Source: an optimization exercise on an open RTL-to-GDS flow (aim: small area and a short achievable clock period). Production flows keep margins and buffers that such runs may drop. Where RTL was checked, it was by simulation tests only, not by an equivalence proof against the original. For run 1, only the layout was checked, not whether the RTL still works. No run shown here takes its clock network from TritonCTS; it comes from the design's own scripts or RTL. The flow treats the clock pin as an ideal source. Dropping or thinning the clock tree relies on that and would not hold on a real chip. Power and IR drop assume default switching activity.

==> flow/design.v, too long to show whole: its modules and the start of the top module <==
// module mul16_top: 15 lines
// module multiplier: 1647 lines
// module mul_fa: 4 lines
// module mul_a21oi: 3 lines
// module mul_inv: 3 lines
// module mul_nand2: 3 lines
// module mul_nor2: 3 lines
// module mul_o21ai: 3 lines
// module mul_xnor2: 3 lines
// module mul_xor2: 3 lines
// module mul_xnor: 3 lines
// module mul_or: 3 lines
// module mul_nand4: 3 lines
module mul16_top(
    input clk,
    input [15:0] a,
    input [15:0] b,
    output reg [31:0] res
);
  // ...
==> flow/flow/run.sh <==
#!/bin/bash
# Own layout flow: the standard ORFS flow (standard.sh), with
#  - port buffers of a small, fast buffer cell instead of the default delay buffer;
#  - the clock tree rebuilt after CTS as one level of four buffers driven by the clock
#    port (flatten_clock_core.tcl), which shortens the clock's insertion delay for all
#    registers alike;
#  - after that, and after global routing, timing repair aiming for setup slack above a
#    margin, so that the design is sized for the period it can reach rather than left at
#    minimum size by the loose clock.
# make's output goes to standard.log here; ORFS keeps each step's log in orfs/logs.
set -euo pipefail
cd "$(dirname "$0")/.."
export FLOW_DIR_OWN="$PWD/flow"
export FLOW_SETUP_MARGIN=0
export FLOW_IN_REG_CELL=sky130_fd_sc_hd__dfxtp_4
export BUFFER_PORTS_ARGS="-buffer_cell sky130_fd_sc_hd__buf_1"
export CTS_ARGS="-sink_clustering_enable -repair_clock_nets -dont_use_dummy_load -buf_list sky130_fd_sc_hd__clkbuf_8"
export POST_CTS_TCL="$PWD/flow/flatten_clock_post.tcl"
export PRE_GLOBAL_ROUTE_TCL="$PWD/flow/grt_margin.tcl"
bash standard.sh > standard.log 2>&1
==> flow/flow/flatten_clock_core.tcl <==
# Rebuild the clock tree that CTS made as a single level: the clock port drives
# NLEAF clock buffers directly, each driving the registers of one region of the
# core. This removes the root buffer level and so the clock's insertion delay
# (it does not skew registers against each other: all go through one buffer).
set nleaf 4
set bufcell sky130_fd_sc_hd__clkbuf_16
set block [ord::get_db_block]
set clknet [$block findNet clk]
# every register clock pin (sink) of the tree, and every clock-tree buffer
set sinks {}
set bufs {}
set todo [list $clknet]
while {[llength $todo]} {
  set net [lindex $todo 0]
  set todo [lrange $todo 1 end]
  foreach it [$net getITerms] {
    if {![$it isInputSignal] && [$it getIoType] ne "INPUT"} { continue }
    set inst [$it getInst]
    set m [[$inst getMaster] getName]
    if {[string match "sky130_fd_sc_hd__clkbuf*" $m] || [string match "sky130_fd_sc_hd__clkinv*" $m] || [string match "sky130_fd_sc_hd__buf*" $m]} {
      if {[lsearch -exact $bufs $inst] < 0} {
        lappend bufs $inst
        foreach o [$inst getITerms] {
          if {[$o isOutputSignal]} { lappend todo [$o getNet] }
        }
      }
    } else {
      lappend sinks $it
    }
  }
}
puts "flatten_clock: [llength $sinks] sinks, [llength $bufs] buffers"
# split the sinks into nleaf groups: halves by x, then each half by y
proc loc {it} {
  set b [[$it getInst] getBBox]
  return [list [expr {([$b xMin] + [$b xMax]) / 2}] [expr {([$b yMin] + [$b yMax]) / 2}]]
}
proc split_by {items idx} {
  set s [lsort -real -index 1 [lmap it $items {list $it [lindex [loc $it] $idx]}]]
  set n [expr {[llength $s] / 2}]
  return [list [lmap p [lrange $s 0 [expr {$n - 1}]] {lindex $p 0}] [lmap p [lrange $s $n end] {lindex $p 0}]]
}
set groups {}
foreach half [split_by $sinks 0] {
  foreach q [split_by $half 1] { lappend groups $q }
}
# remove the old tree
foreach inst $bufs {
  foreach o [$inst getITerms] {
    if {[$o isOutputSignal]} {
      set n [$o getNet]
      foreach it [$n getITerms] { $it disconnect }
      odb::dbNet_destroy $n
    }
  }
  odb::dbInst_destroy $inst
}
# one buffer per group, at the group's centre
set master [[ord::get_db] findMaster $bufcell]
set k 0
foreach g $groups {
  set sx 0; set sy 0
  foreach it $g { lassign [loc $it] x y; incr sx $x; incr sy $y }
  set cx [expr {$sx / [llength $g]}]; set cy [expr {$sy / [llength $g]}]
  set inst [odb::dbInst_create $block $master "clkbuf_leaf_$k"]
  set net [odb::dbNet_create $block "clknet_leaf_$k"]
  $net setSigType CLOCK
  [$inst findITerm A] connect $clknet
  [$inst findITerm X] connect $net
  foreach it $g { $it connect $net }
  $inst setLocation $cx $cy
  $inst setPlacementStatus PLACED
  puts "flatten_clock: clkbuf_leaf_$k drives [llength $g] sinks"
  incr k
}
==> flow/flow/flatten_clock_post.tcl <==
source $::env(FLOW_DIR_OWN)/flatten_clock_core.tcl
if {[info exists ::env(FLOW_IN_REG_CELL)] && $::env(FLOW_IN_REG_CELL) ne ""} {
  foreach inst [get_cells {a_r* b_r*}] {
    replace_cell $inst $::env(FLOW_IN_REG_CELL)
  }
}
detailed_placement
estimate_parasitics -placement
# size the design for the period it can reach: repair setup against a margin
set ::env(SETUP_SLACK_MARGIN) $::env(FLOW_SETUP_MARGIN)
repair_timing_helper
detailed_placement
check_placement -verbose
==> flow/flow/grt_margin.tcl <==
# the global-route stage's timing repair uses the same setup margin as after CTS
set ::env(SETUP_SLACK_MARGIN) $::env(FLOW_SETUP_MARGIN)
==> flow/standard.sh <==
#!/bin/bash
# synth_recipe.tcl (not shown) runs the flow's synth.tcl, then flattens the netlist and writes it again
# the make line also repeats each setting of config.mk as NAME=value (left out here)
make -C /OpenROAD-flow-scripts/flow DESIGN_CONFIG=/design/flow/config.mk WORK_HOME=/design/flow/orfs CLKGATE_MAP_FILE= SYNTH_SCRIPT=/design/flow/synth_recipe.tcl "${@:-finish}"
==> flow/config.mk <==
export PLATFORM = sky130hd
export DESIGN_NAME = mul16_top
export DESIGN_NICKNAME = mul16_top
export VERILOG_FILES = /design/flow/design.v
export SDC_FILE = /design/flow/constraint.sdc
export NUM_CORES = 4
export LEC_CHECK = 0
export CAP_MARGIN = 20
export CORE_MARGIN = 2
export CORE_UTILIZATION = 55
export SLEW_MARGIN = 20
export SYNTH_HIERARCHICAL = 1
==> flow/constraint.sdc <==
create_clock -name core_clock -period 22.0 [get_ports {clk}]
set_input_delay 4.4000 -clock core_clock [delete_from_list [all_inputs] [get_ports {clk}]]
set_output_delay 4.4000 -clock core_clock [all_outputs]
set_load 0.01 [all_outputs]
==> flow_summary.yaml, run 1 <==
status:
  result_of_the_run: "finished clean"
logic_synthesis:
  synth-compound-area-share_pct: 5.39
  yosys.area_share.xor_xnor_pct: 7.55
  synth-simple-area-share_pct: 15.7
  synthMuxAreaShare_pct: 0
  yosys.cell_count.top_type: "nand2_1"
  synth.top_cells.by_count: "297 x nand2_1, 195 x fa_1, 64 x dfxtp_1, 62 x buf_6, 50 x o21ai_1"
  synth.net_count: 1095
  netlist.top_cell.by_area: "fa_1"
worst_setup_path:
  cp-startpoint: "a_r[10]$_DFF_P_"
  crit_required_ns: 22.05
  worstSetupStartpointType: "register"
  timing.critical_path.slowest_cell_delay_ns: 0.59
  endpoint: "res[21]$_DFF_P_"
  crit_buf_inv: 1
global_routing:
  met1_usage_pct: 37.0
  use_met3_pct: 6.89
  number_of_antenna_violations_at_the_first_check_in_global_routing: 0
  grtUsageMet2_pct: 42.7
die:
  floorplan.die.width_microns: 130
detailed_routing:
  detail_route.iter0.violations: 432
  detailroute.wirelength.met2_mm: 9.64
  wl_met1_mm: 9.25
  met3RoutedLength_mm: 1.85
  top_signal_layer_used: "met4"
layout:
  largest_register_ff_count: 32
  biggest_register: "res"
  sh_seq_area_pct: 16.6
  utilization_pct: 55.3
  multi_input_logic_portion_of_the_cell_area_pct: 75.6
  sequential_cell_total: 64
placement:
  count_of_port_buffers_added_during_placement: 64
  dp_slack_ns: 16.42
power_and_ir_drop:
  peakVddDrop_uv: 136
  powerSeq_uw: 197
  p_total_uw: 1520
job:
  drv.max_cap_violation_count: 0
timing:
  slew-limit-headroom_pct: 71.8
==> run 2: changes to the inputs <==
--- a/flow/design.v
+++ b/flow/design.v
@@ -867,65 +867,16 @@
   wire n846;
   wire n847;
   wire n848;
   wire n849;
   wire n850;
   wire n851;
   wire n852;
   wire n853;
-  wire n854;
-  wire n855;
-  wire n856;
-  wire n857;
-  wire n858;
-  wire n859;
-  wire n860;
-  wire n861;
-  wire n862;
-  wire n863;
-  wire n864;
-  wire n865;
-  wire n866;
-  wire n867;
-  wire n868;
-  wire n869;
-  wire n870;
-  wire n871;
-  wire n872;
-  wire n873;
-  wire n874;
-  wire n875;
-  wire n876;
-  wire n877;
-  wire n878;
-  wire n879;
-  wire n880;
-  wire n881;
-  wire n882;
-  wire n883;
-  wire n884;
-  wire n885;
-  wire n886;
-  wire n887;
-  wire n888;
-  wire n889;
-  wire n890;
-  wire n891;
-  wire n892;
-  wire n893;
-  wire n894;
-  wire n895;
-  wire n896;
-  wire n897;
-  wire n898;
-  wire n899;
-  wire n900;
-  wire n901;
-  wire n902;
   assign pp1 = ~(a[0] & b[0]);
   assign pp2 = ~(a[1] & b[0]);
   assign pp3 = ~(a[2] & b[0]);
   assign pp4 = ~(a[3] & b[0]);
   assign pp5 = ~(a[4] & b[0]);
   assign pp6 = ~(a[5] & b[0]);
   assign pp7 = ~(a[6] & b[0]);
   assign pp8 = ~(a[7] & b[0]);
@@ -1173,45 +1124,45 @@
   assign pp250 = ~(a[9] & b[15]);
   assign pp251 = ~(a[10] & b[15]);
   assign pp252 = ~(a[11] & b[15]);
   assign pp253 = ~(a[12] & b[15]);
   assign pp254 = ~(a[13] & b[15]);
   assign pp255 = ~(a[14] & b[15]);
   assign pp256 = ~(a[15] & b[15]);
   mul_xnor u_s257 (.a(pp104), .b(pp119), .y(s257));
-  mul_nand4 u_c258 (.a(a[7]), .b(b[6]), .c(a[6]), .d(b[7]), .y(c258));
+  mul_or u_c258 (.a(pp104), .b(pp119), .y(c258));
   mul_fa u_s259 (.a(pp105), .b(pp120), .ci(pp135), .s(s259), .co(c260));
   mul_xnor u_s261 (.a(pp15), .b(pp150), .y(s261));
-  mul_nand4 u_c262 (.a(a[14]), .b(b[0]), .c(a[5]), .d(b[9]), .y(c262));
+  mul_or u_c262 (.a(pp15), .b(pp150), .y(c262));
   mul_fa u_s263 (.a(pp106), .b(pp121), .ci(pp136), .s(s263), .co(c264));
   mul_fa u_s265 (.a(pp151), .b(pp16), .ci(pp166), .s(s265), .co(c266));
   mul_xnor u_s267 (.a(pp181), .b(pp196), .y(s267));
-  mul_nand4 u_c268 (.a(a[4]), .b(b[11]), .c(a[3]), .d(b[12]), .y(c268));
+  mul_or u_c268 (.a(pp181), .b(pp196), .y(c268));
   mul_fa u_s269 (.a(pp107), .b(pp122), .ci(pp137), .s(s269), .co(c270));
   mul_fa u_s271 (.a(pp152), .b(pp167), .ci(pp182), .s(s271), .co(c272));
   mul_xnor u_s273 (.a(pp197), .b(pp212), .y(s273));
-  mul_nand4 u_c274 (.a(a[4]), .b(b[12]), .c(a[3]), .d(b[13]), .y(c274));
+  mul_or u_c274 (.a(pp197), .b(pp212), .y(c274));
   mul_fa u_s275 (.a(pp108), .b(pp123), .ci(pp138), .s(s275), .co(c276));
   mul_fa u_s277 (.a(pp153), .b(pp168), .ci(pp183), .s(s277), .co(c278));
   mul_fa u_s279 (.a(pp109), .b(pp124), .ci(pp139), .s(s279), .co(c280));
   mul_xnor u_s281 (.a(pp10), .b(pp100), .y(s281));
-  mul_nand4 u_c282 (.a(a[9]), .b(b[0]), .c(a[3]), .d(b[6]), .y(c282));
+  mul_or u_c282 (.a(pp10), .b(pp100), .y(c282));
   mul_fa u_s283 (.a(pp101), .b(pp11), .ci(pp116), .s(s283), .co(c284));
   mul_xnor u_s285 (.a(pp131), .b(pp146), .y(s285));
-  mul_nand4 u_c286 (.a(a[2]), .b(b[8]), .c(a[1]), .d(b[9]), .y(c286));
+  mul_or u_c286 (.a(pp131), .b(pp146), .y(c286));
   mul_fa u_s287 (.a(pp102), .b(pp117), .ci(pp12), .s(s287), .co(c288));
   mul_fa u_s289 (.a(pp132), .b(pp147), .ci(pp162), .s(s289), .co(c290));
   mul_xnor u_s291 (.a(pp177), .b(pp27), .y(s291));
-  mul_nand4 u_c292 (.a(a[0]), .b(b[11]), .c(a[10]), .d(b[1]), .y(c292));
+  mul_or u_c292 (.a(pp177), .b(pp27), .y(c292));
   mul_fa u_s293 (.a(pp103), .b(pp118), .ci(pp13), .s(s293), .co(c294));
   mul_fa u_s295 (.a(pp133), .b(pp148), .ci(pp163), .s(s295), .co(c296));
   mul_fa u_s297 (.a(pp178), .b(pp193), .ci(pp28), .s(s297), .co(c298));
   mul_xnor u_s299 (.a(pp43), .b(pp58), .y(s299));
-  mul_nand4 u_c300 (.a(a[10]), .b(b[2]), .c(a[9]), .d(b[3]), .y(c300));
+  mul_or u_c300 (.a(pp43), .b(pp58), .y(c300));
   mul_fa u_s301 (.a(pp134), .b(pp14), .ci(pp149), .s(s301), .co(c302));
   mul_fa u_s303 (.a(pp164), .b(pp179), .ci(pp194), .s(s303), .co(c304));
   mul_fa u_s305 (.a(pp209), .b(pp29), .ci(pp44), .s(s305), .co(c306));
   mul_fa u_s307 (.a(pp59), .b(pp74), .ci(pp89), .s(s307), .co(c308));
   mul_fa u_s309 (.a(pp165), .b(pp180), .ci(pp195), .s(s309), .co(c310));
   mul_fa u_s311 (.a(pp210), .b(pp225), .ci(pp30), .s(s311), .co(c312));
   mul_fa u_s313 (.a(pp45), .b(pp60), .ci(pp75), .s(s313), .co(c314));
   mul_fa u_s315 (.a(pp90), .b(c258), .ci(s261), .s(s315), .co(c316));
@@ -1237,24 +1188,24 @@
   mul_fa u_s355 (.a(pp245), .b(pp80), .ci(pp95), .s(s355), .co(c356));
   mul_fa u_s357 (.a(pp111), .b(pp126), .ci(pp141), .s(s357), .co(c358));
   mul_fa u_s359 (.a(pp156), .b(pp171), .ci(pp186), .s(s359), .co(c360));
   mul_fa u_s361 (.a(pp201), .b(pp216), .ci(pp231), .s(s361), .co(c362));
   mul_fa u_s363 (.a(pp112), .b(pp127), .ci(pp142), .s(s363), .co(c364));
   mul_fa u_s365 (.a(pp157), .b(pp172), .ci(pp187), .s(s365), .co(c366));
   mul_fa u_s367 (.a(pp128), .b(pp143), .ci(pp158), .s(s367), .co(c368));
   mul_xnor u_s369 (.a(pp22), .b(pp37), .y(s369));
-  mul_nand4 u_c370 (.a(a[5]), .b(b[1]), .c(a[4]), .d(b[2]), .y(c370));
+  mul_or u_c370 (.a(pp22), .b(pp37), .y(c370));
   mul_fa u_s371 (.a(pp113), .b(pp23), .ci(pp38), .s(s371), .co(c372));
   mul_xnor u_s373 (.a(pp53), .b(pp68), .y(s373));
-  mul_nand4 u_c374 (.a(a[4]), .b(b[3]), .c(a[3]), .d(b[4]), .y(c374));
+  mul_or u_c374 (.a(pp53), .b(pp68), .y(c374));
   mul_fa u_s375 (.a(pp114), .b(pp129), .ci(pp24), .s(s375), .co(c376));
   mul_fa u_s377 (.a(pp39), .b(pp54), .ci(pp69), .s(s377), .co(c378));
   mul_xnor u_s379 (.a(pp84), .b(pp9), .y(s379));
-  mul_nand4 u_c380 (.a(a[3]), .b(b[5]), .c(a[8]), .d(b[0]), .y(c380));
+  mul_or u_c380 (.a(pp84), .b(pp9), .y(c380));
   mul_fa u_s381 (.a(pp115), .b(pp130), .ci(pp145), .s(s381), .co(c382));
   mul_fa u_s383 (.a(pp25), .b(pp40), .ci(pp55), .s(s383), .co(c384));
   mul_fa u_s385 (.a(pp70), .b(pp85), .ci(s281), .s(s385), .co(c386));
   mul_fa u_s387 (.a(pp161), .b(pp26), .ci(pp41), .s(s387), .co(c388));
   mul_fa u_s389 (.a(pp56), .b(pp71), .ci(pp86), .s(s389), .co(c390));
   mul_fa u_s391 (.a(c282), .b(s285), .ci(s283), .s(s391), .co(c392));
   mul_fa u_s393 (.a(pp42), .b(pp57), .ci(pp72), .s(s393), .co(c394));
   mul_fa u_s395 (.a(pp87), .b(c286), .ci(s291), .s(s395), .co(c396));
@@ -1294,20 +1245,20 @@
   mul_fa u_s463 (.a(c364), .b(c366), .ci(s367), .s(s463), .co(c464));
   mul_fa u_s465 (.a(pp144), .b(pp159), .ci(pp174), .s(s465), .co(c466));
   mul_fa u_s467 (.a(pp189), .b(pp204), .ci(pp219), .s(s467), .co(c468));
   mul_fa u_s469 (.a(pp234), .b(pp249), .ci(c368), .s(s469), .co(c470));
   mul_fa u_s471 (.a(pp160), .b(pp175), .ci(pp190), .s(s471), .co(c472));
   mul_fa u_s473 (.a(pp205), .b(pp220), .ci(pp235), .s(s473), .co(c474));
   mul_fa u_s475 (.a(pp176), .b(pp191), .ci(pp206), .s(s475), .co(c476));
   mul_xnor u_s477 (.a(pp20), .b(pp35), .y(s477));
-  mul_nand4 u_c478 (.a(a[3]), .b(b[1]), .c(a[2]), .d(b[2]), .y(c478));
+  mul_or u_c478 (.a(pp20), .b(pp35), .y(c478));
   mul_fa u_s479 (.a(pp21), .b(pp36), .ci(pp51), .s(s479), .co(c480));
   mul_xnor u_s481 (.a(pp6), .b(pp66), .y(s481));
-  mul_nand4 u_c482 (.a(a[5]), .b(b[0]), .c(a[1]), .d(b[4]), .y(c482));
+  mul_or u_c482 (.a(pp6), .b(pp66), .y(c482));
   mul_fa u_s483 (.a(pp52), .b(pp67), .ci(pp7), .s(s483), .co(c484));
   mul_fa u_s485 (.a(pp82), .b(pp97), .ci(s369), .s(s485), .co(c486));
   mul_fa u_s487 (.a(pp8), .b(pp83), .ci(pp98), .s(s487), .co(c488));
   mul_fa u_s489 (.a(c370), .b(s373), .ci(s371), .s(s489), .co(c490));
   mul_fa u_s491 (.a(pp99), .b(c374), .ci(s379), .s(s491), .co(c492));
   mul_fa u_s493 (.a(c372), .b(s375), .ci(s377), .s(s493), .co(c494));
   mul_fa u_s495 (.a(c380), .b(c376), .ci(c378), .s(s495), .co(c496));
   mul_fa u_s497 (.a(s381), .b(s383), .ci(s385), .s(s497), .co(c498));
@@ -1342,17 +1293,17 @@
   mul_fa u_s555 (.a(pp250), .b(c466), .ci(c468), .s(s555), .co(c556));
   mul_fa u_s557 (.a(s471), .b(s473), .ci(c470), .s(s557), .co(c558));
   mul_fa u_s559 (.a(pp221), .b(pp236), .ci(pp251), .s(s559), .co(c560));
   mul_fa u_s561 (.a(c472), .b(c474), .ci(s475), .s(s561), .co(c562));
   mul_fa u_s563 (.a(pp192), .b(pp207), .ci(pp222), .s(s563), .co(c564));
   mul_fa u_s565 (.a(pp237), .b(pp252), .ci(c476), .s(s565), .co(c566));
   mul_fa u_s567 (.a(pp208), .b(pp223), .ci(pp238), .s(s567), .co(c568));
   mul_xnor u_s569 (.a(pp19), .b(pp34), .y(s569));
-  mul_nand4 u_c570 (.a(a[2]), .b(b[1]), .c(a[1]), .d(b[2]), .y(c570));
+  mul_or u_c570 (.a(pp19), .b(pp34), .y(c570));
   mul_fa u_s571 (.a(pp5), .b(pp50), .ci(pp65), .s(s571), .co(c572));
   mul_fa u_s573 (.a(pp81), .b(c478), .ci(s481), .s(s573), .co(c574));
   mul_fa u_s575 (.a(c482), .b(c480), .ci(s483), .s(s575), .co(c576));
   mul_fa u_s577 (.a(c484), .b(s487), .ci(c486), .s(s577), .co(c578));
   mul_fa u_s579 (.a(c488), .b(s491), .ci(c490), .s(s579), .co(c580));
   mul_fa u_s581 (.a(c492), .b(c494), .ci(s495), .s(s581), .co(c582));
   mul_fa u_s583 (.a(c496), .b(s499), .ci(c498), .s(s583), .co(c584));
   mul_fa u_s585 (.a(c500), .b(s503), .ci(c502), .s(s585), .co(c586));
@@ -1369,17 +1320,17 @@
   mul_fa u_s607 (.a(s547), .b(c544), .ci(c546), .s(s607), .co(c608));
   mul_fa u_s609 (.a(c548), .b(s551), .ci(c550), .s(s609), .co(c610));
   mul_fa u_s611 (.a(c552), .b(s555), .ci(s557), .s(s611), .co(c612));
   mul_fa u_s613 (.a(s559), .b(c556), .ci(s561), .s(s613), .co(c614));
   mul_fa u_s615 (.a(c560), .b(s563), .ci(c562), .s(s615), .co(c616));
   mul_fa u_s617 (.a(pp253), .b(c564), .ci(s567), .s(s617), .co(c618));
   mul_fa u_s619 (.a(pp224), .b(pp239), .ci(pp254), .s(s619), .co(c620));
   mul_xnor u_s621 (.a(pp18), .b(pp3), .y(s621));
-  mul_nand4 u_c622 (.a(a[1]), .b(b[1]), .c(a[2]), .d(b[0]), .y(c622));
+  mul_or u_c622 (.a(pp18), .b(pp3), .y(c622));
   mul_fa u_s623 (.a(pp4), .b(pp49), .ci(s569), .s(s623), .co(c624));
   mul_fa u_s625 (.a(c570), .b(s477), .ci(s571), .s(s625), .co(c626));
   mul_fa u_s627 (.a(c572), .b(s479), .ci(s573), .s(s627), .co(c628));
   mul_fa u_s629 (.a(c574), .b(s485), .ci(s575), .s(s629), .co(c630));
   mul_fa u_s631 (.a(c576), .b(s489), .ci(s577), .s(s631), .co(c632));
   mul_fa u_s633 (.a(s493), .b(c578), .ci(s579), .s(s633), .co(c634));
   mul_fa u_s635 (.a(s497), .b(c580), .ci(s581), .s(s635), .co(c636));
   mul_fa u_s637 (.a(c582), .b(s501), .ci(s583), .s(s637), .co(c638));
@@ -1490,181 +1441,132 @@
   mul_o21ai u_n762 (.a(n722), .b(n719), .c(n721), .y(n762));
   mul_nor2 u_n763 (.a(n726), .b(n724), .y(n763));
   mul_o21ai u_n764 (.a(n726), .b(n723), .c(n725), .y(n764));
   mul_nor2 u_n765 (.a(n730), .b(n728), .y(n765));
   mul_o21ai u_n766 (.a(n730), .b(n727), .c(n729), .y(n766));
   mul_nor2 u_n767 (.a(n734), .b(n732), .y(n767));
   mul_o21ai u_n768 (.a(n734), .b(n731), .c(n733), .y(n768));
   mul_a21oi u_n769 (.a(n741), .b(n740), .c(n742), .y(n769));
-  mul_nand2 u_n770 (.a(n743), .b(n741), .y(n770));
-  mul_a21oi u_n771 (.a(n743), .b(n742), .c(n744), .y(n771));
-  mul_nand2 u_n772 (.a(n745), .b(n743), .y(n772));
-  mul_a21oi u_n773 (.a(n745), .b(n744), .c(n746), .y(n773));
-  mul_nand2 u_n774 (.a(n747), .b(n745), .y(n774));
-  mul_a21oi u_n775 (.a(n747), .b(n746), .c(n748), .y(n775));
-  mul_nand2 u_n776 (.a(n749), .b(n747), .y(n776));
-  mul_a21oi u_n777 (.a(n749), .b(n748), .c(n750), .y(n777));
-  mul_nand2 u_n778 (.a(n751), .b(n749), .y(n778));
-  mul_a21oi u_n779 (.a(n751), .b(n750), .c(n752), .y(n779));
-  mul_nand2 u_n780 (.a(n753), .b(n751), .y(n780));
-  mul_a21oi u_n781 (.a(n753), .b(n752), .c(n754), .y(n781));
-  mul_nand2 u_n782 (.a(n755), .b(n753), .y(n782));
-  mul_a21oi u_n783 (.a(n755), .b(n754), .c(n756), .y(n783));
-  mul_nand2 u_n784 (.a(n757), .b(n755), .y(n784));
-  mul_a21oi u_n785 (.a(n757), .b(n756), .c(n758), .y(n785));
-  mul_nand2 u_n786 (.a(n759), .b(n757), .y(n786));
-  mul_a21oi u_n787 (.a(n759), .b(n758), .c(n760), .y(n787));
-  mul_nand2 u_n788 (.a(n761), .b(n759), .y(n788));
-  mul_a21oi u_n789 (.a(n761), .b(n760), .c(n762), .y(n789));
-  mul_nand2 u_n790 (.a(n763), .b(n761), .y(n790));
-  mul_a21oi u_n791 (.a(n763), .b(n762), .c(n764), .y(n791));
-  mul_nand2 u_n792 (.a(n765), .b(n763), .y(n792));
-  mul_a21oi u_n793 (.a(n765), .b(n764), .c(n766), .y(n793));
-  mul_nand2 u_n794 (.a(n767), .b(n765), .y(n794));
-  mul_a21oi u_n795 (.a(n767), .b(n766), .c(n768), .y(n795));
-  mul_inv u_n796 (.a(n740), .y(n796));
-  mul_o21ai u_n797 (.a(n770), .b(n796), .c(n771), .y(n797));
-  mul_o21ai u_n798 (.a(n772), .b(n769), .c(n773), .y(n798));
-  mul_nor2 u_n799 (.a(n774), .b(n770), .y(n799));
-  mul_o21ai u_n800 (.a(n774), .b(n771), .c(n775), .y(n800));
-  mul_nor2 u_n801 (.a(n776), .b(n772), .y(n801));
-  mul_o21ai u_n802 (.a(n776), .b(n773), .c(n777), .y(n802));
-  mul_nor2 u_n803 (.a(n778), .b(n774), .y(n803));
-  mul_o21ai u_n804 (.a(n778), .b(n775), .c(n779), .y(n804));
-  mul_nor2 u_n805 (.a(n780), .b(n776), .y(n805));
-  mul_o21ai u_n806 (.a(n780), .b(n777), .c(n781), .y(n806));
-  mul_nor2 u_n807 (.a(n782), .b(n778), .y(n807));
-  mul_o21ai u_n808 (.a(n782), .b(n779), .c(n783), .y(n808));
-  mul_nor2 u_n809 (.a(n784), .b(n780), .y(n809));
-  mul_o21ai u_n810 (.a(n784), .b(n781), .c(n785), .y(n810));
-  mul_nor2 u_n811 (.a(n786), .b(n782), .y(n811));
-  mul_o21ai u_n812 (.a(n786), .b(n783), .c(n787), .y(n812));
-  mul_nor2 u_n813 (.a(n788), .b(n784), .y(n813));
-  mul_o21ai u_n814 (.a(n788), .b(n785), .c(n789), .y(n814));
-  mul_nor2 u_n815 (.a(n790), .b(n786), .y(n815));
-  mul_o21ai u_n816 (.a(n790), .b(n787), .c(n791), .y(n816));
-  mul_nor2 u_n817 (.a(n792), .b(n788), .y(n817));
-  mul_o21ai u_n818 (.a(n792), .b(n789), .c(n793), .y(n818));
-  mul_nor2 u_n819 (.a(n794), .b(n790), .y(n819));
-  mul_o21ai u_n820 (.a(n794), .b(n791), .c(n795), .y(n820));
-  mul_a21oi u_n821 (.a(n799), .b(n740), .c(n800), .y(n821));
-  mul_inv u_n822 (.a(n769), .y(n822));
-  mul_a21oi u_n823 (.a(n801), .b(n822), .c(n802), .y(n823));
-  mul_a21oi u_n824 (.a(n803), .b(n797), .c(n804), .y(n824));
-  mul_a21oi u_n825 (.a(n805), .b(n798), .c(n806), .y(n825));
-  mul_nand2 u_n826 (.a(n807), .b(n799), .y(n826));
-  mul_a21oi u_n827 (.a(n807), .b(n800), .c(n808), .y(n827));
-  mul_nand2 u_n828 (.a(n809), .b(n801), .y(n828));
-  mul_a21oi u_n829 (.a(n809), .b(n802), .c(n810), .y(n829));
-  mul_nand2 u_n830 (.a(n811), .b(n803), .y(n830));
-  mul_a21oi u_n831 (.a(n811), .b(n804), .c(n812), .y(n831));
-  mul_nand2 u_n832 (.a(n813), .b(n805), .y(n832));
-  mul_a21oi u_n833 (.a(n813), .b(n806), .c(n814), .y(n833));
-  mul_nand2 u_n834 (.a(n815), .b(n807), .y(n834));
-  mul_a21oi u_n835 (.a(n815), .b(n808), .c(n816), .y(n835));
-  mul_nand2 u_n836 (.a(n817), .b(n809), .y(n836));
-  mul_a21oi u_n837 (.a(n817), .b(n810), .c(n818), .y(n837));
-  mul_nand2 u_n838 (.a(n819), .b(n811), .y(n838));
-  mul_a21oi u_n839 (.a(n819), .b(n812), .c(n820), .y(n839));
-  mul_o21ai u_n840 (.a(n826), .b(n796), .c(n827), .y(n840));
-  mul_o21ai u_n841 (.a(n828), .b(n769), .c(n829), .y(n841));
-  mul_inv u_n842 (.a(n797), .y(n842));
-  mul_o21ai u_n843 (.a(n830), .b(n842), .c(n831), .y(n843));
-  mul_inv u_n844 (.a(n798), .y(n844));
-  mul_o21ai u_n845 (.a(n832), .b(n844), .c(n833), .y(n845));
-  mul_o21ai u_n846 (.a(n834), .b(n821), .c(n835), .y(n846));
-  mul_o21ai u_n847 (.a(n836), .b(n823), .c(n837), .y(n847));
-  mul_o21ai u_n848 (.a(n838), .b(n824), .c(n839), .y(n848));
-  mul_o21ai u_n849 (.a(n680), .b(n796), .c(n679), .y(n849));
-  mul_o21ai u_n850 (.a(n684), .b(n769), .c(n683), .y(n850));
-  mul_o21ai u_n851 (.a(n688), .b(n842), .c(n687), .y(n851));
-  mul_o21ai u_n852 (.a(n692), .b(n844), .c(n691), .y(n852));
-  mul_o21ai u_n853 (.a(n696), .b(n821), .c(n695), .y(n853));
-  mul_o21ai u_n854 (.a(n700), .b(n823), .c(n699), .y(n854));
-  mul_o21ai u_n855 (.a(n704), .b(n824), .c(n703), .y(n855));
-  mul_o21ai u_n856 (.a(n708), .b(n825), .c(n707), .y(n856));
-  mul_inv u_n857 (.a(n840), .y(n857));
-  mul_o21ai u_n858 (.a(n712), .b(n857), .c(n711), .y(n858));
-  mul_inv u_n859 (.a(n841), .y(n859));
-  mul_o21ai u_n860 (.a(n716), .b(n859), .c(n715), .y(n860));
-  mul_inv u_n861 (.a(n843), .y(n861));
-  mul_o21ai u_n862 (.a(n720), .b(n861), .c(n719), .y(n862));
-  mul_inv u_n863 (.a(n845), .y(n863));
-  mul_o21ai u_n864 (.a(n724), .b(n863), .c(n723), .y(n864));
-  mul_inv u_n865 (.a(n846), .y(n865));
-  mul_o21ai u_n866 (.a(n728), .b(n865), .c(n727), .y(n866));
-  mul_inv u_n867 (.a(n847), .y(n867));
-  mul_o21ai u_n868 (.a(n732), .b(n867), .c(n731), .y(n868));
-  mul_inv u_n869 (.a(n848), .y(n869));
-  mul_o21ai u_n870 (.a(n736), .b(n869), .c(n735), .y(n870));
-  mul_inv u_n871 (.a(pp1), .y(n871));
-  assign res[0] = n871;
-  mul_xor2 u_n872 (.a(n678), .b(n738), .y(n872));
-  assign res[1] = n872;
-  mul_xor2 u_n873 (.a(n680), .b(n740), .y(n873));
-  assign res[2] = n873;
-  mul_xor2 u_n874 (.a(n682), .b(n849), .y(n874));
-  assign res[3] = n874;
-  mul_xor2 u_n875 (.a(n684), .b(n822), .y(n875));
-  assign res[4] = n875;
-  mul_xor2 u_n876 (.a(n686), .b(n850), .y(n876));
-  assign res[5] = n876;
-  mul_xor2 u_n877 (.a(n688), .b(n797), .y(n877));
-  assign res[6] = n877;
-  mul_xor2 u_n878 (.a(n690), .b(n851), .y(n878));
-  assign res[7] = n878;
-  mul_xor2 u_n879 (.a(n692), .b(n798), .y(n879));
-  assign res[8] = n879;
-  mul_xor2 u_n880 (.a(n694), .b(n852), .y(n880));
-  assign res[9] = n880;
-  mul_xnor2 u_n881 (.a(n696), .b(n821), .y(n881));
-  assign res[10] = n881;
-  mul_xor2 u_n882 (.a(n698), .b(n853), .y(n882));
-  assign res[11] = n882;
-  mul_xnor2 u_n883 (.a(n700), .b(n823), .y(n883));
-  assign res[12] = n883;
-  mul_xor2 u_n884 (.a(n702), .b(n854), .y(n884));
-  assign res[13] = n884;
-  mul_xnor2 u_n885 (.a(n704), .b(n824), .y(n885));
-  assign res[14] = n885;
-  mul_xor2 u_n886 (.a(n706), .b(n855), .y(n886));
-  assign res[15] = n886;
-  mul_xnor2 u_n887 (.a(n708), .b(n825), .y(n887));
-  assign res[16] = n887;
-  mul_xor2 u_n888 (.a(n710), .b(n856), .y(n888));
-  assign res[17] = n888;
-  mul_xor2 u_n889 (.a(n712), .b(n840), .y(n889));
-  assign res[18] = n889;
-  mul_xor2 u_n890 (.a(n714), .b(n858), .y(n890));
-  assign res[19] = n890;
-  mul_xor2 u_n891 (.a(n716), .b(n841), .y(n891));
-  assign res[20] = n891;
-  mul_xor2 u_n892 (.a(n718), .b(n860), .y(n892));
-  assign res[21] = n892;
-  mul_xor2 u_n893 (.a(n720), .b(n843), .y(n893));
-  assign res[22] = n893;
-  mul_xor2 u_n894 (.a(n722), .b(n862), .y(n894));
-  assign res[23] = n894;
-  mul_xor2 u_n895 (.a(n724), .b(n845), .y(n895));
-  assign res[24] = n895;
-  mul_xor2 u_n896 (.a(n726), .b(n864), .y(n896));
-  assign res[25] = n896;
-  mul_xor2 u_n897 (.a(n728), .b(n846), .y(n897));
-  assign res[26] = n897;
-  mul_xor2 u_n898 (.a(n730), .b(n866), .y(n898));
-  assign res[27] = n898;
-  mul_xor2 u_n899 (.a(n732), .b(n847), .y(n899));
-  assign res[28] = n899;
-  mul_xor2 u_n900 (.a(n734), .b(n868), .y(n900));
-  assign res[29] = n900;
-  mul_xor2 u_n901 (.a(n736), .b(n848), .y(n901));
-  assign res[30] = n901;
-  mul_inv u_n902 (.a(n870), .y(n902));
-  assign res[31] = n902;
+  mul_nand2 u_n770 (.a(n745), .b(n743), .y(n770));
+  mul_a21oi u_n771 (.a(n745), .b(n744), .c(n746), .y(n771));
+  mul_nand2 u_n772 (.a(n749), .b(n747), .y(n772));
+  mul_a21oi u_n773 (.a(n749), .b(n748), .c(n750), .y(n773));
+  mul_nand2 u_n774 (.a(n753), .b(n751), .y(n774));
+  mul_a21oi u_n775 (.a(n753), .b(n752), .c(n754), .y(n775));
+  mul_nand2 u_n776 (.a(n757), .b(n755), .y(n776));
+  mul_a21oi u_n777 (.a(n757), .b(n756), .c(n758), .y(n777));
+  mul_nand2 u_n778 (.a(n761), .b(n759), .y(n778));
+  mul_a21oi u_n779 (.a(n761), .b(n760), .c(n762), .y(n779));
+  mul_nand2 u_n780 (.a(n765), .b(n763), .y(n780));
+  mul_a21oi u_n781 (.a(n765), .b(n764), .c(n766), .y(n781));
+  mul_o21ai u_n782 (.a(n770), .b(n769), .c(n771), .y(n782));
+  mul_nor2 u_n783 (.a(n774), .b(n772), .y(n783));
+  mul_o21ai u_n784 (.a(n774), .b(n773), .c(n775), .y(n784));
+  mul_nor2 u_n785 (.a(n778), .b(n776), .y(n785));
+  mul_o21ai u_n786 (.a(n778), .b(n777), .c(n779), .y(n786));
+  mul_a21oi u_n787 (.a(n783), .b(n782), .c(n784), .y(n787));
+  mul_inv u_n788 (.a(n787), .y(n788));
+  mul_a21oi u_n789 (.a(n785), .b(n788), .c(n786), .y(n789));
+  mul_inv u_n790 (.a(n782), .y(n790));
+  mul_o21ai u_n791 (.a(n772), .b(n790), .c(n773), .y(n791));
+  mul_o21ai u_n792 (.a(n776), .b(n787), .c(n777), .y(n792));
+  mul_o21ai u_n793 (.a(n780), .b(n789), .c(n781), .y(n793));
+  mul_inv u_n794 (.a(n769), .y(n794));
+  mul_a21oi u_n795 (.a(n743), .b(n794), .c(n744), .y(n795));
+  mul_a21oi u_n796 (.a(n747), .b(n782), .c(n748), .y(n796));
+  mul_a21oi u_n797 (.a(n751), .b(n791), .c(n752), .y(n797));
+  mul_a21oi u_n798 (.a(n755), .b(n788), .c(n756), .y(n798));
+  mul_a21oi u_n799 (.a(n759), .b(n792), .c(n760), .y(n799));
+  mul_inv u_n800 (.a(n789), .y(n800));
+  mul_a21oi u_n801 (.a(n763), .b(n800), .c(n764), .y(n801));
+  mul_a21oi u_n802 (.a(n767), .b(n793), .c(n768), .y(n802));
+  mul_inv u_n803 (.a(n740), .y(n803));
+  mul_o21ai u_n804 (.a(n680), .b(n803), .c(n679), .y(n804));
+  mul_o21ai u_n805 (.a(n684), .b(n769), .c(n683), .y(n805));
+  mul_o21ai u_n806 (.a(n688), .b(n795), .c(n687), .y(n806));
+  mul_o21ai u_n807 (.a(n692), .b(n790), .c(n691), .y(n807));
+  mul_o21ai u_n808 (.a(n696), .b(n796), .c(n695), .y(n808));
+  mul_inv u_n809 (.a(n791), .y(n809));
+  mul_o21ai u_n810 (.a(n700), .b(n809), .c(n699), .y(n810));
+  mul_o21ai u_n811 (.a(n704), .b(n797), .c(n703), .y(n811));
+  mul_o21ai u_n812 (.a(n708), .b(n787), .c(n707), .y(n812));
+  mul_o21ai u_n813 (.a(n712), .b(n798), .c(n711), .y(n813));
+  mul_inv u_n814 (.a(n792), .y(n814));
+  mul_o21ai u_n815 (.a(n716), .b(n814), .c(n715), .y(n815));
+  mul_o21ai u_n816 (.a(n720), .b(n799), .c(n719), .y(n816));
+  mul_o21ai u_n817 (.a(n724), .b(n789), .c(n723), .y(n817));
+  mul_o21ai u_n818 (.a(n728), .b(n801), .c(n727), .y(n818));
+  mul_inv u_n819 (.a(n793), .y(n819));
+  mul_o21ai u_n820 (.a(n732), .b(n819), .c(n731), .y(n820));
+  mul_o21ai u_n821 (.a(n736), .b(n802), .c(n735), .y(n821));
+  mul_inv u_n822 (.a(pp1), .y(n822));
+  assign res[0] = n822;
+  mul_xor2 u_n823 (.a(n678), .b(n738), .y(n823));
+  assign res[1] = n823;
+  mul_xor2 u_n824 (.a(n680), .b(n740), .y(n824));
+  assign res[2] = n824;
+  mul_xor2 u_n825 (.a(n682), .b(n804), .y(n825));
+  assign res[3] = n825;
+  mul_xor2 u_n826 (.a(n684), .b(n794), .y(n826));
+  assign res[4] = n826;
+  mul_xor2 u_n827 (.a(n686), .b(n805), .y(n827));
+  assign res[5] = n827;
+  mul_xnor2 u_n828 (.a(n688), .b(n795), .y(n828));
+  assign res[6] = n828;
+  mul_xor2 u_n829 (.a(n690), .b(n806), .y(n829));
+  assign res[7] = n829;
+  mul_xor2 u_n830 (.a(n692), .b(n782), .y(n830));
+  assign res[8] = n830;
+  mul_xor2 u_n831 (.a(n694), .b(n807), .y(n831));
+  assign res[9] = n831;
+  mul_xnor2 u_n832 (.a(n696), .b(n796), .y(n832));
+  assign res[10] = n832;
+  mul_xor2 u_n833 (.a(n698), .b(n808), .y(n833));
+  assign res[11] = n833;
+  mul_xor2 u_n834 (.a(n700), .b(n791), .y(n834));
+  assign res[12] = n834;
+  mul_xor2 u_n835 (.a(n702), .b(n810), .y(n835));
+  assign res[13] = n835;
+  mul_xnor2 u_n836 (.a(n704), .b(n797), .y(n836));
+  assign res[14] = n836;
+  mul_xor2 u_n837 (.a(n706), .b(n811), .y(n837));
+  assign res[15] = n837;
+  mul_xor2 u_n838 (.a(n708), .b(n788), .y(n838));
+  assign res[16] = n838;
+  mul_xor2 u_n839 (.a(n710), .b(n812), .y(n839));
+  assign res[17] = n839;
+  mul_xnor2 u_n840 (.a(n712), .b(n798), .y(n840));
+  assign res[18] = n840;
+  mul_xor2 u_n841 (.a(n714), .b(n813), .y(n841));
+  assign res[19] = n841;
+  mul_xor2 u_n842 (.a(n716), .b(n792), .y(n842));
+  assign res[20] = n842;
+  mul_xor2 u_n843 (.a(n718), .b(n815), .y(n843));
+  assign res[21] = n843;
+  mul_xnor2 u_n844 (.a(n720), .b(n799), .y(n844));
+  assign res[22] = n844;
+  mul_xor2 u_n845 (.a(n722), .b(n816), .y(n845));
+  assign res[23] = n845;
+  mul_xor2 u_n846 (.a(n724), .b(n800), .y(n846));
+  assign res[24] = n846;
+  mul_xor2 u_n847 (.a(n726), .b(n817), .y(n847));
+  assign res[25] = n847;
+  mul_xnor2 u_n848 (.a(n728), .b(n801), .y(n848));
+  assign res[26] = n848;
+  mul_xor2 u_n849 (.a(n730), .b(n818), .y(n849));
+  assign res[27] = n849;
+  mul_xor2 u_n850 (.a(n732), .b(n793), .y(n850));
+  assign res[28] = n850;
+  mul_xor2 u_n851 (.a(n734), .b(n820), .y(n851));
+  assign res[29] = n851;
+  mul_xnor2 u_n852 (.a(n736), .b(n802), .y(n852));
+  assign res[30] = n852;
+  mul_inv u_n853 (.a(n821), .y(n853));
+  assign res[31] = n853;
 endmodule
 module mul_fa(input a, input b, input ci, output s, output co);
   assign s = a ^ b ^ ci;
   assign co = (a & b) | (a & ci) | (b & ci);
 endmodule
 module mul_a21oi(input a, input b, input c, output y);
   assign y = ~((a & b) | c);
 endmodule
@@ -1687,11 +1589,8 @@
   assign y = a ^ b;
 endmodule
 module mul_xnor(input a, input b, output y);
   assign y = ~(a ^ b);
 endmodule
 module mul_or(input a, input b, output y);
   assign y = a | b;
 endmodule
-module mul_nand4(input a, input b, input c, input d, output y);
-  assign y = ~(a & b & c & d);
-endmodule
--- a/flow/flow/run.sh
+++ b/flow/flow/run.sh
@@ -6,15 +6,15 @@
 #    registers alike;
 #  - after that, and after global routing, timing repair aiming for setup slack above a
 #    margin, so that the design is sized for the period it can reach rather than left at
 #    minimum size by the loose clock.
 # make's output goes to standard.log here; ORFS keeps each step's log in orfs/logs.
 set -euo pipefail
 cd "$(dirname "$0")/.."
 export FLOW_DIR_OWN="$PWD/flow"
-export FLOW_SETUP_MARGIN=0
+export FLOW_SETUP_MARGIN=16.9
 export FLOW_IN_REG_CELL=sky130_fd_sc_hd__dfxtp_4
 export BUFFER_PORTS_ARGS="-buffer_cell sky130_fd_sc_hd__buf_1"
 export CTS_ARGS="-sink_clustering_enable -repair_clock_nets -dont_use_dummy_load -buf_list sky130_fd_sc_hd__clkbuf_8"
 export POST_CTS_TCL="$PWD/flow/flatten_clock_post.tcl"
 export PRE_GLOBAL_ROUTE_TCL="$PWD/flow/grt_margin.tcl"
 bash standard.sh > standard.log 2>&1
==> run 2 against run 1 <==
Compared with the run above:
- critical path depth shrank 15
- sequential share of layout area shrank 0.53 points
- area after synthesis shrank 2.8%
- design area grew 3.3%
- still clean on timing, DRC and antenna
- global-route usage shrank 2.4 points
- critical endpoint is now res[27]
- setup slack gained 0.15 ns
- die area shrank 2.7%
==> flow_summary.yaml, run 2 <==
timing:
  final.min_clock_period_ns: 5.04
  slew-limit-headroom_pct: 55.3
  grt_setup_unrepaired: "true"
  worst-slew-pin-transition_ns: 0.667
  drv_slew: 0
  finalSetupViolCount: 0
  report.final.hold_viol_count: 0
  max_clock_freq_ghz: 0.199
  setup-tns-final_ns: 0
  fin_ws_ns: 16.96
  timing.clock.skew_ns: 0.0201
  period_share_pct: 22.9
die:
  start_util_pct: 55.9
  fp.dieH_microns: 128
  num_io_pins: 65
  floorplan.die.width_microns: 128
  floorplan.die_area_sq_um: 16400
  floorplan.core_area_sq_um: 15100
  num_rows: 45
logic_synthesis:
  synth-compound-area-share_pct: 3.78
  synth-simple-area-share_pct: 15.1
  synth.yosys.warnings: 7
  synthFlopType: "dfxtp_1"
  synth.area.top_cells: "fa_1 46%, dfxtp_1 15%, nand2_1 13%"
  syn-instance-count: 818
  yosys.cell_count.top_type: "nand2_1"
  yosys_register_bits: 64
  synthMuxAreaShare_pct: 0
  synth_seq_area_share_pct: 15.1
  syn_avg_cell_area_sq_um: 10.3
  largest_family_of_logic_cells_by_synthesized_area: "adder cells"
  synthesis.area_sq_um: 8470
  fraction_of_post_synthesis_cell_area_in_the_top_cell_type_by_area_pct: 46.1
  synth.distinct_cells: 15
  synth.top_cells.by_count: "282 x nand2_1, 195 x fa_1, 64 x dfxtp_1, 61 x buf_6, 52 x xnor2_1"
  yosys.area_share.xor_xnor_pct: 7.76
  post_synth_fa_ha_maj_area_fraction_pct: 46.1
  synth-async-reset-ratio_pct: 0
  synth.net_count: 1046
  synth_enable_flop_cells: 0
  netlist.top_cell.by_area: "fa_1"
global_routing:
  number_of_antenna_violations_at_the_first_check_in_global_routing: 0
  global_route.overflow_total: 0
  vias_in_the_first_global_route: 6011
  grt_pass1_wl_mm: 31.0
  global_route.usage.total_pct: 24.9
  maximum_number_of_pins_on_one_net_before_global_route_repair: 17
placement:
  detailedPlacementHpwl_mm: 14.1
  dp_slack_ns: 16.39
  count_of_port_buffers_added_during_placement: 64
  detailed_place.area_sq_um: 7960
  place_congestion: 0.839
worst_setup_path:
  worstSetupStartpointType: "register"
  critical_path.max_fanout: 1
  timing.critical_path.slowest_cell_delay_ns: 0.32
  crit_required_ns: 17.60
  critPathCaptureType: "output port"
  worst_ep_arrival_time_ns: 0.64
  path_class: "register to output port"
  timing.critical_path.max_delay_family: "flip-flops"
  slowest_stage_cell_on_the_critical_path: "dfxtp_1"
  crit_buf_inv: 1
  worstPathCellList: "buf_1"
layout:
  design.final.nets: 1080
  layout_common_cells: "282 x nand2_1, 194 x fa_1, 64 x buf_1"
  area_of_the_multi_input_gates_sq_um: 6240
  layout_commonest_cell: "nand2_1"
  filler_cell_count: 1327
  antenna_cells: 0
  fin_area_sq_um: 8740
  register_area_sq_um: 1400
  area_added_between_synthesis_and_finish_pct: 3.27
  biggest_register: "res"
  post_route_cells_drive_above_1_share_pct: 15.9
  utilization_pct: 57.7
  largest_register_ff_count: 32
  largestRegisters: "res: 32 flops, a_r: 16 flops, b_r: 16 flops"
detailed_routing:
  number_of_nets_with_antenna_violations_after_routing: 0
  detail_route.iter0.violations: 329
  drc_errors: 0
  wl_mm: 19.5
  average_routed_wire_per_standard_cell_microns: 18.8
  routed-via-count: 5735
  via_to_cell_ratio: 5.53
  drt_pass1_iterations: 5
power_and_ir_drop:
  peakVddDrop_uv: 149
  total_leakage_power_uw: 0.00314
  p_per_area_nw_per_um2: 165
clock_tree:
  worst_setup_hold_path_clk_slew_ns: 0.09
  clock_latency_at_the_later_pin_of_the_worst_skew_pair_ns: 0.15
  clkSinkCount: 64
hold_path:
  worst_hold_path_type: "register to register"
job:
  drv.max_cap_violation_count: 0
status:
  result_of_the_run: "finished clean"
[run 2: worst paths after layout]
path | from | slack, ns | depth (start not counted) | endpoint
min | a_r[0]$_DFF_P_ | 0.63 | 2 | res[0]$_DFF_P_
max reg2reg | b_r[6]$_DFF_P_ | 17.03 | 18 | res[23]$_DFF_P_
min reg2reg | a_r[0]$_DFF_P_ | 0.63 | 2 | res[0]$_DFF_P_
max | res[27]$_DFF_P_ | 16.96 | 1 | res[27]
[run 2: cells by family after synthesis]
family | count (synthesis)
and+or+nand+nor | 324
adders and majority gates | 195
buffers and inverters | 108
xor gates and xnor gates | 75
DFF | 64
AOI/OAI and AO/OA | 52
[run 2: cell type report]
type	count	area share, %
plain buffers	4	1.14
flip-flops and latches	64	16.0
well taps	188	2.69
repair buffers	124	8.24
multi-input cells	646	71.4
inverters	12	0.515
[run 2: routing by layer]
layer / part of all wire [%] / up-vias / track usage [%]
met3: 7.9 / 50 / 4.67
met1: 40 / 2935 / 33.3
met4: 3.6 / 0 / 10.7
met5: 0 / - / 0
met2: 48 / 269 / 40.0
li1: - / 2481 / -
[run 2: modules after synthesis (local to each module, per instance), a selection]
| module | area (sq um) | copies in the design |
|---|---|---|
| mul_xnor2 | 8.76 | 37 |
| mul_fa | 20.0 | 195 |
| mul_nand2 | 3.75 | 37 |
| multiplier | 1970 | 1 |
| mul_xor2 | 8.76 | 23 |
| mul16_top | 1280 | 1 |
| mul_nor2 | 3.75 | 16 |
| mul_a21oi | 8.76 | 16 |
| mul_or | 6.26 | 15 |
| mul_o21ai | 5.00 | 36 |
[run 2: power breakdown]
group	total [uW]	switching, uW	leakage (uW)	internal [uW]
Sequential	191	21.2	0.000551	170
Clock	65.8	32.9	0.0000493	32.9
Combinational	1190	656	0.00254	531
Total	1440	710	0.00314	733
[run 2: through the flow]
step / hold WS [ns] / total power, uW / instances
after floorplan: 0.746 / 1370 / 818
after global placement: 0.840 / 1230 / 974
after detailed placement: 0.829 / 1250 / 974
after global routing: 0.667 / 1590 / 1038
final: 0.629 / 1440 / 1038
==> run 3: changes to the inputs <==
--- a/flow/flow/run.sh
+++ b/flow/flow/run.sh
@@ -12,5 +12,5 @@
 cd "$(dirname "$0")/.."
 export FLOW_DIR_OWN="$PWD/flow"
-export FLOW_SETUP_MARGIN=16.9
+export FLOW_SETUP_MARGIN=16.8
 export FLOW_IN_REG_CELL=sky130_fd_sc_hd__dfxtp_4
 export BUFFER_PORTS_ARGS="-buffer_cell sky130_fd_sc_hd__buf_1"
==> run 3 against run 2 <==
Compared with the run above:
- die area is the same
- sequential power is essentially flat
- core utilization shrank 1.4 points
- critical path depth is the same
- global-route usage is essentially flat
- clock power is essentially flat
- setup slack is essentially flat
- power shrank 0.79%
- sequential cell count is the same
- highest routed layer unchanged
- synthesized cell count is the same
==> flow_summary.yaml, run 3 <==
power_and_ir_drop:
  peakVddDrop_uv: 148
  comb_power_share_pct: 82.0
  pwr-share-seq_pct: 13.4
  share_clk_of_total_power_pct: 4.6
  p_per_area_nw_per_um2: 168
  total_leakage_power_uw: 0.00302
  power.switching_uw: 705
  power_report.internal_total_uw: 727
  power.share.switching_pct: 49.2
logic_synthesis:
  fraction_of_post_synthesis_cell_area_in_the_top_cell_type_by_area_pct: 46.1
  synth.top_cells.by_count: "282 x nand2_1, 195 x fa_1, 64 x dfxtp_1, 61 x buf_6, 52 x xnor2_1"
  synthesis.area_sq_um: 8470
  netlist.top_cell.by_area: "fa_1"
  syn-instance-count: 818
  synthFlopType: "dfxtp_1"
  synth_seq_area_share_pct: 15.1
  synth.area.top_cells: "fa_1 46%, dfxtp_1 15%, nand2_1 13%"
  synth_enable_flop_cells: 0
  yosys_register_bits: 64
  yosys.cell_count.top_type: "nand2_1"
  syn_avg_cell_area_sq_um: 10.3
  synth.net_count: 1046
  synth.distinct_cells: 15
  synth-async-reset-ratio_pct: 0
  synth.yosys.warnings: 7
hold_path:
  worst_hold_startpoint: "a_r[0]$_DFF_P_"
  worst_hold_path_type: "register to register"
timing:
  drv_slew: 0
  timing.clock.skew_ns: 0.0201
  worst-slew-pin-transition_ns: 0.661
  finalSetupViolCount: 0
  final.min_clock_period_ns: 5.04
  report.final.hold_viol_count: 0
  grt_setup_unrepaired: "false"
  max_clock_freq_ghz: 0.199
  setup-tns-final_ns: 0
  period_share_pct: 22.9
  slew-limit-headroom_pct: 55.6
placement:
  place_congestion: 0.839
  count_of_port_buffers_added_during_placement: 64
  detailedPlacementHpwl_mm: 14.1
layout:
  area_of_the_multi_input_gates_sq_um: 6240
  area_added_between_synthesis_and_finish_pct: 0.783
  layout_commonest_cell: "nand2_1"
  utilization_pct: 56.3
  post_route_cells_drive_above_1_share_pct: 13.3
  largestRegisters: "res: 32 flops, a_r: 16 flops, b_r: 16 flops"
  largest_register_ff_count: 32
  layout_common_cells: "282 x nand2_1, 193 x fa_1, 64 x buf_1"
  design.final.nets: 1056
  register_area_sq_um: 1400
  antenna_cells: 0
  filler_cell_count: 1344
  biggest_register: "res"
worst_setup_path:
  worstPathCellList: "buf_1"
  cp-startpoint: "res[27]$_DFF_P_"
  critical_path.max_fanout: 1
  timing.critical_path.max_delay_family: "flip-flops"
  crit_required_ns: 17.60
  worst_ep_arrival_time_ns: 0.64
  slowest_stage_cell_on_the_critical_path: "dfxtp_1"
  worstSetupStartpointType: "register"
  worst_reg2reg_startpoint: "b_r[6]$_DFF_P_"
  critPathCaptureType: "output port"
  path_class: "register to output port"
  timing.critical_path.slowest_cell_delay_ns: 0.32
  crit_buf_inv: 1
global_routing:
  global_route.usage.total_pct: 24.9
  maximum_number_of_pins_on_one_net_before_global_route_repair: 17
  vias_in_the_first_global_route: 6006
  global_route.overflow_total: 0
  number_of_antenna_violations_at_the_first_check_in_global_routing: 0
  grt_pass1_wl_mm: 31.0
die:
  num_rows: 45
  num_io_pins: 65
  start_util_pct: 55.9
  floorplan.die_area_sq_um: 16400
  fp.dieH_microns: 128
  floorplan.core_area_sq_um: 15100
  floorplan.die.width_microns: 128
clock_tree:
  worst_setup_hold_path_clk_slew_ns: 0.09
  clock_latency_at_the_later_pin_of_the_worst_skew_pair_ns: 0.15
  clkSinkCount: 64
detailed_routing:
  detail_route.iter0.violations: 324
  number_of_nets_with_antenna_violations_after_routing: 0
  via_to_cell_ratio: 5.49
  drt_pass1_iterations: 4
  drc_errors: 0
  average_routed_wire_per_standard_cell_microns: 18.9
  routed-via-count: 5568
  wl_mm: 19.2
status:
  result_of_the_run: "finished clean"
job:
  drv.max_cap_violation_count: 0
==> run 3: cell counts after synthesis <==
No cell type changed its count.
==> run 3: path summary, 6_finish.rpt <==
kind	slack, ns	depth (start not counted)	to
worst max-delay path	16.96	1	res[27]
worst min-delay path	0.63	2	res[0]$_DFF_P_
worst max register to register	16.99	19	res[29]$_DFF_P_
worst min register to register	0.63	2	res[0]$_DFF_P_
==> run 3: cell families (layout without fill, tap and decap cells) <==
kind of cell	after synthesis	after routing	share of synthesized area (%)
adders and majority gates	195	195	46.1
buffers and inverters	108	116	12.1
AOI/OAI and AO/OA	52	52	3.78
xor gates and xnor gates	75	75	7.76
and+or+nand+nor	324	324	15.1
DFF	64	64	15.1
==> run 3: power groups by stage <==
stage,clock network [uW],logic (uW),registers [uW]
after floorplan,0,1170,198
after global placement,0,1030,198
after detailed placement,0,1050,199
after global routing,72.4,1320,196
final,65.7,1170,192
==> run 3: per-stage QoR <==
stage | setup slack (ns) | hold slack, ns | instances | cell area (sq um) | power [uW]
finish | 16.96 | 0.629 | 1014 | 8530 | 1430
global route | 16.79 | 0.667 | 1014 | 8530 | 1580
detailed placement | 16.39 | 0.829 | 974 | 7960 | 1250
global placement | 16.52 | 0.840 | 974 | 7960 | 1230
floorplan | 17.19 | 0.746 | 818 | 8470 | 1370
==> run 3: modules after synthesis, one instance, submodules excluded <==
module / copies in the design / cells inside / flops+latches
mul_nand2: 37 / 1 / 0
mul_xnor: 15 / 1 / 0
mul_nor2: 16 / 1 / 0
mul_inv: 12 / 1 / 0
multiplier: 1 / 352 / 0
mul_xnor2: 37 / 1 / 0
mul_fa: 195 / 1 / 0
mul_o21ai: 36 / 1 / 0
mul16_top: 1 / 64 / 64
mul_or: 15 / 1 / 0
mul_a21oi: 16 / 1 / 0
mul_xor2: 23 / 1 / 0
==> run 3: metal layers <==
| layer | global-route usage [%] | vias to the layer above | share of wire, % |
|---|---|---|---|
| li1 | - | 2435 | - |
| met1 | 33.3 | 2870 | 41 |
| met2 | 40.0 | 222 | 49 |
| met3 | 4.67 | 41 | 6.9 |
| met4 | 10.7 | 0 | 3.6 |
| met5 | 0 | - | 0 |
==> run 3: cell type report <==
type | instances | share of cell area [%]
buffer | 4 | 1.17
sequential | 64 | 16.4
inverter | 12 | 0.528
timing repair buffer | 100 | 5.95
tap | 188 | 2.76
multi-input combinational | 646 | 73.2
==> run 4: changes to the inputs <==
--- a/flow/flow/run.sh
+++ b/flow/flow/run.sh
@@ -12,5 +12,5 @@
 cd "$(dirname "$0")/.."
 export FLOW_DIR_OWN="$PWD/flow"
-export FLOW_SETUP_MARGIN=16.8
+export FLOW_SETUP_MARGIN=0
 export FLOW_IN_REG_CELL=sky130_fd_sc_hd__dfxtp_4
 export BUFFER_PORTS_ARGS="-buffer_cell sky130_fd_sc_hd__buf_1"
==> run 4 against run 3 <==
Compared with the run above:
- synthesized cell count is the same
- clock power shrank 1%
- register-to-register slack worse by 0.26 ns
- critical endpoint is now res[27]$_DFF_P_
- highest routed layer unchanged
==> flow_summary.yaml, run 4 <==
logic_synthesis:
  synth.area.top_cells: "fa_1 46%, dfxtp_1 15%, nand2_1 13%"
  synth.yosys.warnings: 7
  netlist.top_cell.by_area: "fa_1"
  fraction_of_post_synthesis_cell_area_in_the_top_cell_type_by_area_pct: 46.1
  synthFlopType: "dfxtp_1"
  synth-async-reset-ratio_pct: 0
  synthesis.area_sq_um: 8470
  yosys_register_bits: 64
  synth.top_cells.by_count: "282 x nand2_1, 195 x fa_1, 64 x dfxtp_1, 61 x buf_6, 52 x xnor2_1"
  synth_enable_flop_cells: 0
  synth.distinct_cells: 15
  yosys.cell_count.top_type: "nand2_1"
  synth_seq_area_share_pct: 15.1
  syn-instance-count: 818
  synth.net_count: 1046
  syn_avg_cell_area_sq_um: 10.3
detailed_routing:
  average_routed_wire_per_standard_cell_microns: 19.0
  detail_route.iter0.violations: 314
  wl_mm: 18.6
  drt_pass1_iterations: 4
  via_to_cell_ratio: 5.50
  number_of_nets_with_antenna_violations_after_routing: 0
  routed-via-count: 5383
  drc_errors: 0
worst_setup_path:
  r2r_setup_slack_ns: 16.73
  crit_required_ns: 22.03
  endpoint: "res[27]$_DFF_P_"
  worst_ep_arrival_time_ns: 5.30
  critical_path.reg2reg.endpoint: "res[27]$_DFF_P_"
  critPathCaptureType: "register"
  reg2regPathDepth: 18
  critical_path.max_fanout: 16
  worst_reg2reg_startpoint: "a_r[6]$_DFF_P_"
  worstSetupStartpointType: "register"
  path_class: "register to register"
  cp-startpoint: "a_r[6]$_DFF_P_"
layout:
  utilization_pct: 54.0
  register_area_sq_um: 1400
  biggest_register: "res"
  largest_register_ff_count: 32
  area_of_the_multi_input_gates_sq_um: 6160
  area_added_between_synthesis_and_finish_pct: -3.33
  design.final.nets: 1020
  largestRegisters: "res: 32 flops, a_r: 16 flops, b_r: 16 flops"
  filler_cell_count: 1344
  antenna_cells: 0
  post_route_cells_drive_above_1_share_pct: 7.97
  layout_commonest_cell: "nand2_1"
  layout_common_cells: "282 x nand2_1, 195 x fa_1, 64 x buf_1"
timing:
  period_share_pct: 23.9
  grt_setup_unrepaired: "false"
  finalSetupViolCount: 0
  timing.clock.skew_ns: 0.0187
  max_clock_freq_ghz: 0.190
  drv_slew: 0
  report.final.hold_viol_count: 0
  setup-tns-final_ns: 0
  slew-limit-headroom_pct: 54.7
  worst-slew-pin-transition_ns: 0.675
  final.min_clock_period_ns: 5.27
die:
  num_rows: 45
  num_io_pins: 65
  floorplan.die_area_sq_um: 16400
  start_util_pct: 55.9
  fp.dieH_microns: 128
  floorplan.die.width_microns: 128
  floorplan.core_area_sq_um: 15100
job:
  drv.max_cap_violation_count: 0
clock_tree:
  clock_latency_at_the_later_pin_of_the_worst_skew_pair_ns: 0.15
  worst_setup_hold_path_clk_slew_ns: 0.08
  clkSinkCount: 64
power_and_ir_drop:
  peakVddDrop_uv: 150
  total_leakage_power_uw: 0.00280
  p_per_area_nw_per_um2: 160
global_routing:
  global_route.overflow_total: 0
  grt_pass1_wl_mm: 31.0
  number_of_antenna_violations_at_the_first_check_in_global_routing: 0
  global_route.usage.total_pct: 24.9
  vias_in_the_first_global_route: 6006
  maximum_number_of_pins_on_one_net_before_global_route_repair: 17
status:
  result_of_the_run: "finished clean"
placement:
  count_of_port_buffers_added_during_placement: 64
  detailedPlacementHpwl_mm: 14.1
  place_congestion: 0.839
hold_path:
  worst_hold_path_type: "register to register"
-- run 4: cell counts after synthesis --
Identical to the previous run, type by type.
-- run 4: stage by stage --
stage / instances / hold WS [ns] / worst slack (ns) / cell area, sq um / power [uW]
2_1_floorplan: 818 / 0.746 / 17.19 / 8470 / 1370
3_3_place_gp: 974 / 0.840 / 16.52 / 7960 / 1230
3_5_place_dp: 974 / 0.829 / 16.39 / 7960 / 1250
5_1_grt: 978 / 0.667 / 16.45 / 8180 / 1460
6_report: 978 / 0.626 / 16.73 / 8180 / 1310
-- run 4: area by class of cell --
cell class	count	share of cell area [%]
inverters	12	0.550
flip-flops and latches	64	17.1
plain buffers	4	1.22
multi-input cells	646	75.3
repair buffers	64	2.94
well taps	188	2.87
-- run 4: Yosys stat by module (local to each module, per instance) --
module	area, sq um	flip-flops and latches	cells inside	times used
mul_inv	3.75	0	1	12
multiplier	1970	0	352	1
mul_xnor2	8.76	0	1	37
mul_nor2	3.75	0	1	16
mul_a21oi	8.76	0	1	16
mul_nand2	3.75	0	1	37
mul_o21ai	5.00	0	1	36
mul_or	6.26	0	1	15
mul_xor2	8.76	0	1	23
mul_xnor	8.76	0	1	15
mul16_top	1280	64	64	1
mul_fa	20.0	0	1	195
-- run 4: how the worst min path moves through the flow --
stage / from / end / slack [ns] / cells after the start
2_1_floorplan: b_r[15]$_DFF_P_ / res[31]$_DFF_P_ / 0.75 / 6
5_1_grt: a_r[0]$_DFF_P_ / res[0]$_DFF_P_ / 0.67 / 2
6_report: a_r[0]$_DFF_P_ / res[0]$_DFF_P_ / 0.63 / 2
3_5_place_dp: a_r[0]$_DFF_P_ / res[0]$_DFF_P_ / 0.83 / 2
3_3_place_gp: a_r[0]$_DFF_P_ / res[0]$_DFF_P_ / 0.84 / 2
-- run 4: logic make-up (layout without fill, tap and decap cells) --
logic type	Yosys count	in the layout	synth area share (%)
simple gates	324	324	15.1
compound gates	52	52	3.78
buf+inv	108	80	12.1
xor+xnor	75	75	7.76
flops	64	64	15.1
fa+ha+maj	195	195	46.1
-- run 4: power by group --
part / leakage, uW / internal [uW] / total, uW / switching [uW]
logic: 0.00220 / 444 / 1050 / 602
registers: 0.000551 / 170 / 195 / 24.9
clock network: 0.0000493 / 32.8 / 64.9 / 32.1
total: 0.00280 / 647 / 1310 / 658
-- run 4: worst max-delay path, stage by stage, from the launching register on --
cell and delay [ns]:
dfxtp_4 0.49, nand2_1 0.12, or2_1 0.26, fa_1 0.56, fa_1 0.44, fa_1 0.38, fa_1 0.51, fa_1 0.45
xnor2_1 0.30, nor2_1 0.12, a21oi_2 0.14, o21ai_1 0.09, a21oi_2 0.28, inv_1 0.17, a21oi_2 0.27, inv_1 0.12
a21oi_2 0.18, o21ai_1 0.11, xor2_1 0.17
-- run 4: metal layers --
layer / wire length, microns / up-vias / global-route usage, % / share of wire, %
li1: - / 2363 / - / -
met1: 7650 / 2777 / 33.3 / 41
met2: 8930 / 206 / 40.0 / 48
met3: 1320 / 37 / 4.67 / 7.1
met4: 692 / 0 / 10.7 / 3.7
met5: 0 / - / 0 / 0

## what the ideal ports hide
The results above use ideal ports. As a check the final layouts listed here were re-extracted and re-timed, cells and wires unchanged. Step 1 assumes that a clkbuf_16 drives the clock port and a buf_2 every other input. Step 2 adds t to the input delays and takes it off the output delays; t is the mean of the earliest and latest rising clock arrival at the registers after step 1. Input paths then give back, and output paths get back, about the clock's delay inside the block. Slacks: ideal ports / drivers / drivers and shift; pairs: ideal ports / drivers.
run | shift t [ns] | slack for setup (ns) | hold WS [ns] | worst setup path after step 2 | cell pins on the clock port's net
run 1 | 0.235 | 16.818 / 16.818 / 16.818 | 0.637 / 0.637 / 0.637 | register to register | 4
run 2 | 0.231 | 16.964 / 16.874 / 17.030 | 0.629 / 0.629 / 0.629 | register to register | 4
run 3 | 0.230 | 16.963 / 16.875 / 16.994 | 0.629 / 0.629 / 0.629 | register to register | 4
run 4 | 0.229 | 16.732 / 16.732 / 16.732 | 0.626 / 0.626 / 0.626 | register to register | 4
After both steps every run listed still meets setup and hold.
